This is an optimization exercise on Yosys and OpenROAD, whose aim is small area, not a production implementation. Function not checked in this run: the RTL went through the layout flow alone.

### config.mk
export PLATFORM = sky130hd
export DESIGN_NAME = sqrt
export DESIGN_NICKNAME = sqrt
export VERILOG_FILES = /design/flow/design.v
export SDC_FILE = /design/flow/constraint.sdc
export NUM_CORES = 4
export LEC_CHECK = 0
export CAP_MARGIN = 20
export CORE_MARGIN = 2
export CORE_UTILIZATION = 40
export SLEW_MARGIN = 20
### constraint.sdc
create_clock -name core_clock -period 5.0 [get_ports {clk}]
set_input_delay 1.0000 -clock core_clock [delete_from_list [all_inputs] [get_ports {clk}]]
set_output_delay 1.0000 -clock core_clock [all_outputs]
set_load 0.01 [all_outputs]
### design.v
`timescale 1ps / 1ps
module sqrt
#(
    parameter integer D_W = 32
)
(
    input  wire                clk,
    input  wire                rst,
    input  wire                enable,
    input  wire                in_valid,
    input  wire [D_W-1:0]      qin,
    output wire                out_valid,
    output wire [(D_W>>1)-1:0] qout
);
reg [3:0] v;
always @(posedge clk) begin
    if (rst) v <= 4'd0;
    else if (enable) v <= {v[2:0], in_valid};
end
assign out_valid = v[3];
wire [3:0] a0 = qin[31:28];
wire [4:0] u0_1 = {1'b0, a0} - 5'd1;
wire [4:0] u0_2 = {1'b0, a0} - 5'd4;
wire [4:0] u0_3 = {1'b0, a0} - 5'd9;
wire c0_1 = ~u0_1[4];
wire c0_2 = ~u0_2[4];
wire c0_3 = ~u0_3[4];
wire [1:0] d0 = {c0_2, c0_3 | (c0_1 & ~c0_2)};
wire [1:0] q2 = d0;
wire [2:0] r2 = c0_3 ? u0_3[2:0] : c0_2 ? u0_2[2:0] : c0_1 ? u0_1[2:0] : a0[2:0];
wire [6:0] a2 = {r2, qin[27:24]};
wire [7:0] u2_1 = {1'b0, a2} - {2'b00, q2, 3'b001};
wire [7:0] u2_2 = {1'b0, a2} - {1'b0, q2, 4'b0100};
wire [7:0] u2_3 = {1'b0, a2} - {1'b0, q2, 4'b1001} - {2'b00, q2, 3'b000};
wire c2_1 = ~u2_1[7];
wire c2_2 = ~u2_2[7];
wire c2_3 = ~u2_3[7];
wire [1:0] d2 = {c2_2, c2_3 | (c2_1 & ~c2_2)};
wire [3:0] q4 = {q2, d2};
wire [4:0] r4 = c2_3 ? u2_3[4:0] : c2_2 ? u2_2[4:0] : c2_1 ? u2_1[4:0] : a2[4:0];
reg [3:0] q_s0;
reg [4:0] r_s0;
reg [23:0] x_s0;
always @(posedge clk) begin
    if (enable) begin
        q_s0 <= q4;
        r_s0 <= r4;
        x_s0 <= qin[23:0];
    end
end
wire [8:0] a4 = {r_s0, x_s0[23:20]};
wire [9:0] u4_1 = {1'b0, a4} - {2'b00, q_s0, 3'b001};
wire [9:0] u4_2 = {1'b0, a4} - {1'b0, q_s0, 4'b0100};
wire [9:0] u4_3 = {1'b0, a4} - {1'b0, q_s0, 4'b1001} - {2'b00, q_s0, 3'b000};
wire c4_1 = ~u4_1[9];
wire c4_2 = ~u4_2[9];
wire c4_3 = ~u4_3[9];
wire [1:0] d4 = {c4_2, c4_3 | (c4_1 & ~c4_2)};
wire [5:0] q6 = {q_s0, d4};
wire [6:0] r6 = c4_3 ? u4_3[6:0] : c4_2 ? u4_2[6:0] : c4_1 ? u4_1[6:0] : a4[6:0];
wire [10:0] a6 = {r6, x_s0[19:16]};
wire [11:0] u6_1 = {1'b0, a6} - {2'b00, q6, 3'b001};
wire [11:0] u6_2 = {1'b0, a6} - {1'b0, q6, 4'b0100};
wire [11:0] u6_3 = {1'b0, a6} - {1'b0, q6, 4'b1001} - {2'b00, q6, 3'b000};
wire c6_1 = ~u6_1[11];
wire c6_2 = ~u6_2[11];
wire c6_3 = ~u6_3[11];
wire [1:0] d6 = {c6_2, c6_3 | (c6_1 & ~c6_2)};
wire [7:0] q8 = {q6, d6};
wire [8:0] r8 = c6_3 ? u6_3[8:0] : c6_2 ? u6_2[8:0] : c6_1 ? u6_1[8:0] : a6[8:0];
reg [7:0] q_s1;
reg [8:0] r_s1;
reg [15:0] x_s1;
always @(posedge clk) begin
    if (enable) begin
        q_s1 <= q8;
        r_s1 <= r8;
        x_s1 <= x_s0[15:0];
    end
end
wire [12:0] a8 = {r_s1, x_s1[15:12]};
wire [13:0] u8_1 = {1'b0, a8} - {2'b00, q_s1, 3'b001};
wire [13:0] u8_2 = {1'b0, a8} - {1'b0, q_s1, 4'b0100};
wire [13:0] u8_3 = {1'b0, a8} - {1'b0, q_s1, 4'b1001} - {2'b00, q_s1, 3'b000};
wire c8_1 = ~u8_1[13];
wire c8_2 = ~u8_2[13];
wire c8_3 = ~u8_3[13];
wire [1:0] d8 = {c8_2, c8_3 | (c8_1 & ~c8_2)};
wire [9:0] q10 = {q_s1, d8};
wire [10:0] r10 = c8_3 ? u8_3[10:0] : c8_2 ? u8_2[10:0] : c8_1 ? u8_1[10:0] : a8[10:0];
wire [14:0] a10 = {r10, x_s1[11:8]};
wire [15:0] u10_1 = {1'b0, a10} - {2'b00, q10, 3'b001};
wire [15:0] u10_2 = {1'b0, a10} - {1'b0, q10, 4'b0100};
wire [15:0] u10_3 = {1'b0, a10} - {1'b0, q10, 4'b1001} - {2'b00, q10, 3'b000};
wire c10_1 = ~u10_1[15];
wire c10_2 = ~u10_2[15];
wire c10_3 = ~u10_3[15];
wire [1:0] d10 = {c10_2, c10_3 | (c10_1 & ~c10_2)};
wire [11:0] q12 = {q10, d10};
wire [12:0] r12 = c10_3 ? u10_3[12:0] : c10_2 ? u10_2[12:0] : c10_1 ? u10_1[12:0] : a10[12:0];
reg [11:0] q_s2;
reg [12:0] r_s2;
reg [7:0] x_s2;
always @(posedge clk) begin
    if (enable) begin
        q_s2 <= q12;
        r_s2 <= r12;
        x_s2 <= x_s1[7:0];
    end
end
wire [16:0] a12 = {r_s2, x_s2[7:4]};
wire [17:0] u12_1 = {1'b0, a12} - {2'b00, q_s2, 3'b001};
wire [17:0] u12_2 = {1'b0, a12} - {1'b0, q_s2, 4'b0100};
wire [17:0] u12_3 = {1'b0, a12} - {1'b0, q_s2, 4'b1001} - {2'b00, q_s2, 3'b000};
wire c12_1 = ~u12_1[17];
wire c12_2 = ~u12_2[17];
wire c12_3 = ~u12_3[17];
wire [1:0] d12 = {c12_2, c12_3 | (c12_1 & ~c12_2)};
wire [13:0] q14 = {q_s2, d12};
wire [14:0] r14 = c12_3 ? u12_3[14:0] : c12_2 ? u12_2[14:0] : c12_1 ? u12_1[14:0] : a12[14:0];
reg [13:0] q_s3;
reg [14:0] r_s3;
reg [3:0] x_s3;
always @(posedge clk) begin
    if (enable) begin
        q_s3 <= q14;
        r_s3 <= r14;
        x_s3 <= x_s2[3:0];
    end
end
wire [18:0] a14 = {r_s3, x_s3[3:0]};
wire [19:0] u14_1 = {1'b0, a14} - {2'b00, q_s3, 3'b001};
wire [19:0] u14_2 = {1'b0, a14} - {1'b0, q_s3, 4'b0100};
wire [19:0] u14_3 = {1'b0, a14} - {1'b0, q_s3, 4'b1001} - {2'b00, q_s3, 3'b000};
wire c14_1 = ~u14_1[19];
wire c14_2 = ~u14_2[19];
wire c14_3 = ~u14_3[19];
wire [1:0] d14 = {c14_2, c14_3 | (c14_1 & ~c14_2)};
wire [15:0] q16 = {q_s3, d14};
assign qout = q16;
endmodule
### run.sh
#!/bin/bash
# synth_recipe.tcl (not shown) runs the flow's synth.tcl, then flattens the netlist and writes it again
# the make line also repeats each setting of config.mk as NAME=value (left out here)
make -C /OpenROAD-flow-scripts/flow DESIGN_CONFIG=/design/flow/config.mk WORK_HOME=/design/flow/orfs CLKGATE_MAP_FILE= SYNTH_SCRIPT=/design/flow/synth_recipe.tcl finish
==> metrics.md <==
| Metric | Value |
|---|---|
| Status | `finished with violations` |
| Layout Check Fails | `setup timing` |
| Die width | `approximately 190 µm` |
| Ys async rst share | `0` |
| Final Util | `0.5209` |
| Post-route minimum period | `between 5 and 6 ns` |
| Worst EP arrival | `5.19 ns` |
| Synthesized area | `roughly 14000 µm²` |
| Top-level I/O count | `53` |
| Final net count | `roughly 2k` |
| Remaining Overflow, GRT | `0` |
| Crit path max fanout | `6` |
| PnR worst setup slack | `-0.01650 ns` |
| Sequential share of the synthesized area | `0.2867` |
| Via density | `roughly 5.3` |
| Flops & latches, synth | `roughly 140` |
| Global-route wire length before repair | `roughly 57 mm` |
| Met1 usage | `0.2377` |
| Placeable Area | `around 35000 µm²` |
| RR Startpoint | `q_s1[1]` |
| M3 GR Usage | `0.02485` |
| Endpoints failing setup | `3` |
| Synth Area per Inst | `just under 10 µm²` |
| Reg clk slew, reported paths | `roughly 0.070 ns` |
| Vias | `~12k` |
| Top Usage Layer GRT | `met2` |
| Placed wire-length estimate | `roughly 28 mm` |
| Non-filler cells in the finished layout | `2181` |
| Die height | `191.8 µm` |
| Synth cell types | `just over 90` |
| Ant. Diodes | `0` |
| Layout Skew | `between 0.01 and 0.015 ns` |
| Global Route Usage Sum | `0.1944` |
| Port bufs | `52` |
| Number of global-route vias before repair | `between 10k and 15k` |
| Worst path required time | `5.18 ns` |
| Slew margin rel. | `0.3096` |
| Max Freq | `about 200 MHz` |
| DRC viols | `0` |
| Synthesized instance count | `1449` |
| Dpl cells | `~2.1k` |
| Die area | `36790 µm²` |
| Period utilisation layout | `1.003` |
| CTS max path bufs | `2` |
| Layout area overhead | `27.86%` |
| Pin count of the biggest net entering global routing | `73` |
| Starting Density | `0.4074` |
| CP Launch Point | `q_s1[1]` |
| Max_cap viols | `0` |
| Crit Path Category | `register to register` |
| Hold WS | `0.4164 ns` |
| CTS buffer count | `17` |
| Clk latency of the worst-skew pair | `0.44 ns` |
| Fill count | `around 3.1k` |
| Number of synthesized flops with an enable pin | `around 130` |
| CTS root buf | `clkbuf_16` |
| Initial drt markers | `around 530` |
| H-tree depth | `4` |
| HP Start | `x_s2[3]` |
| WL/cell | `about 16 µm` |
| Hold Path Class | `register to register` |
| TritonCTS clock tree | `built` |
| Crit end category | `register` |
| Final Max Slew Viols | `0` |
| RSZ-0062 raised after global routing | `yes` |
| Detail Route Antenna Nets | `0` |
| Final count of hold timing violations | `0` |
| First-pass iteration count of the detailed router | `5` |
| Worst Max-Slew Pin Slew | `1.026 ns` |
| Syn nets | `around 1.7k` |
| FP Rows | `68` |
| GR Util met2 | `0.3516` |
| Hold_buf cts | `0` |
| GP Congestion | `0.9449` |
| Main synth FF type | `edfxtp_1` |
| Total wire length | `approximately 36 mm` |
| Dpl ws | `-0.2527 ns` |
| CP Launch Type | `register` |
| Share of layout cells above drive strength 1 | `0.2213` |
| Synth Warn # | `1` |
| Initial antenna violation count | `0` |
| Clk sinks | `136` |
==> critical path, cell delays in order (launching register included) <==
cell and delay, ns:
edfxtp_1 0.40, inv_2 0.14, fa_1 0.47, ha_4 0.27, o21ai_4 0.18, a21oi_4 0.06
o311ai_4 0.34, a21o_2 0.27, nand2b_4 0.09, mux2i_4 0.23, buf_4 0.17, ha_4 0.19
or2_4 0.24, a21oi_4 0.20, o31ai_4 0.10, a21o_1 0.19, a21o_1 0.19, and3_4 0.20
and4bb_4 0.43, buf_6 0.13, mux2i_1 0.17, o21ai_1 0.11
==> final cells by class <==
| class | count | area [µm²] | share of cell area |
|---|---|---|---|
| well taps | 455 | 569.3 | 0.03156 |
| inverters | 165 | 619.3 | 0.03434 |
| clock buffers | 17 | 425.4 | 0.02358 |
| clock inverters | 15 | 220.2 | 0.01221 |
| repair buffers | 266 | 2196 | 0.1217 |
| multi-input cells | 1127 | 9963 | 0.5524 |
| flip-flops and latches | 136 | 4044 | 0.2242 |
==> kinds of logic after synthesis <==
group / synth area share
compound gates: 0.1949
simple gates: 0.1127
fa+ha+maj: 0.2544
buf+inv: 0.05188
flops: 0.2867
xor+xnor: 0.07140
mux: 0.02803
==> cell usage in the layout (no fill, tap or decap), types with 12 or more instances in the layout <==
cell             instances
o21bai_1                12
o21a_1                  26
nor2b_1                 13
clkbuf_16               18
a31oi_1                 13
nand2_1                 78
buf_6                   13
xor2_1                  26
a21o_1                  33
nor3_1                  22
nor2_1                  74
a21oi_2                 12
xnor2_1                 88
o21ai_1                 21
a21oi_1                 87
fa_1                    47
o21ai_0                 46
ha_1                   195
ha_4                    12
nand2b_1                22
nand3_1                 18
edfxtp_1               132
mux2i_1                 34
inv_1                  150
inv_2                   15
o211ai_1                13
clkdlybuf4s50_1         51
buf_4                  199
==> sequential cells by signal (all words and copies together) (netlist names), 8 cells and up <==
name	count
x_s0	24
x_s2	8
r_s2	13
q_s3	14
q_s2	12
x_s1	16
r_s3	15
r_s1	9
q_s1	8
==> metrics by stage <==
step / TNS (ns) / cell area [µm²]
after floorplan: 0 / 14120
after global routing: -2.149 / 18040
after detailed placement: -2.144 / 16500
final: -0.03367 / 18040
after global placement: -0.9686 / 16500
after CTS: 0 / 17370
==> cell usage after synthesis, types with 10 or more instances <==
master / number / area, µm²
a21o_1: 34 / 255.2
a21oi_1: 105 / 525.5
a31oi_1: 17 / 106.4
clkbuf_1: 13 / 48.80
edfxtp_1: 132 / 3964
fa_1: 48 / 960.9
ha_1: 210 / 2628
inv_1: 160 / 600.6
mux2i_1: 35 / 350.3
nand2_1: 82 / 307.8
nand2b_1: 24 / 150.1
nand3_1: 19 / 95.09
nor2_1: 80 / 300.3
nor2b_1: 13 / 81.33
nor3_1: 27 / 135.1
o211ai_1: 13 / 97.59
o21a_1: 26 / 195.2
o21ai_0: 58 / 290.3
o21ai_1: 14 / 70.07
o21bai_1: 12 / 90.09
or2_2: 10 / 62.56
xnor2_1: 88 / 770.7
xor2_1: 27 / 236.5
==> worst paths after layout <==
| kind | end | slack (ns) | depth (start not counted) |
|---|---|---|---|
| max | r_s2[4] | -0.02 | 21 |
| max reg2reg | r_s2[4] | -0.02 | 21 |
| min | x_s3[3] | 0.42 | 0 |
| min reg2reg | x_s3[3] | 0.42 | 0 |
==> layer usage <==
layer	share of wire	wire, µm	up-vias
met4	0.027	965	0
li1	-	-	5821
met3	0.027	966	49
met1	0.44	15690	5591
met5	0	0	-
met2	0.50	17900	187
==> timing repair <==
| action | in CTS | in global routing |
|---|---|---|
| buffers inserted | 7 | 21 |
| pin swaps | 20 | 46 |
| gates resized for setup | 32 | 102 |
| gates cloned | 1 | 2 |
| setup endpoints to repair | 13 | 24 |

[afterwards: timing with drivers on the ports]
How much do the figures lean on ideal ports? The routed layout below was timed once more, with nothing changed but the port constraints.
Step 1, drivers: a clkbuf_16 drives clk and a buf_2 each remaining input, both assumed.
Step 2 adds t to the input delays and takes it off the output delays; t is the mean of the earliest and latest rising clock arrival at the registers after step 1. Input paths then give back, and output paths get back, about the clock's delay inside the block.
Slacks: ideal / step 1 / step 2; pairs: ideal / step 1.
t, ns: 0.479
slack for setup (ns): -0.017 / -0.017 / -0.017
worst setup path at the end: register to register
For this run, drivers alone change the setup slack by 0.000 ns; drivers and shift together by 0.000 ns.
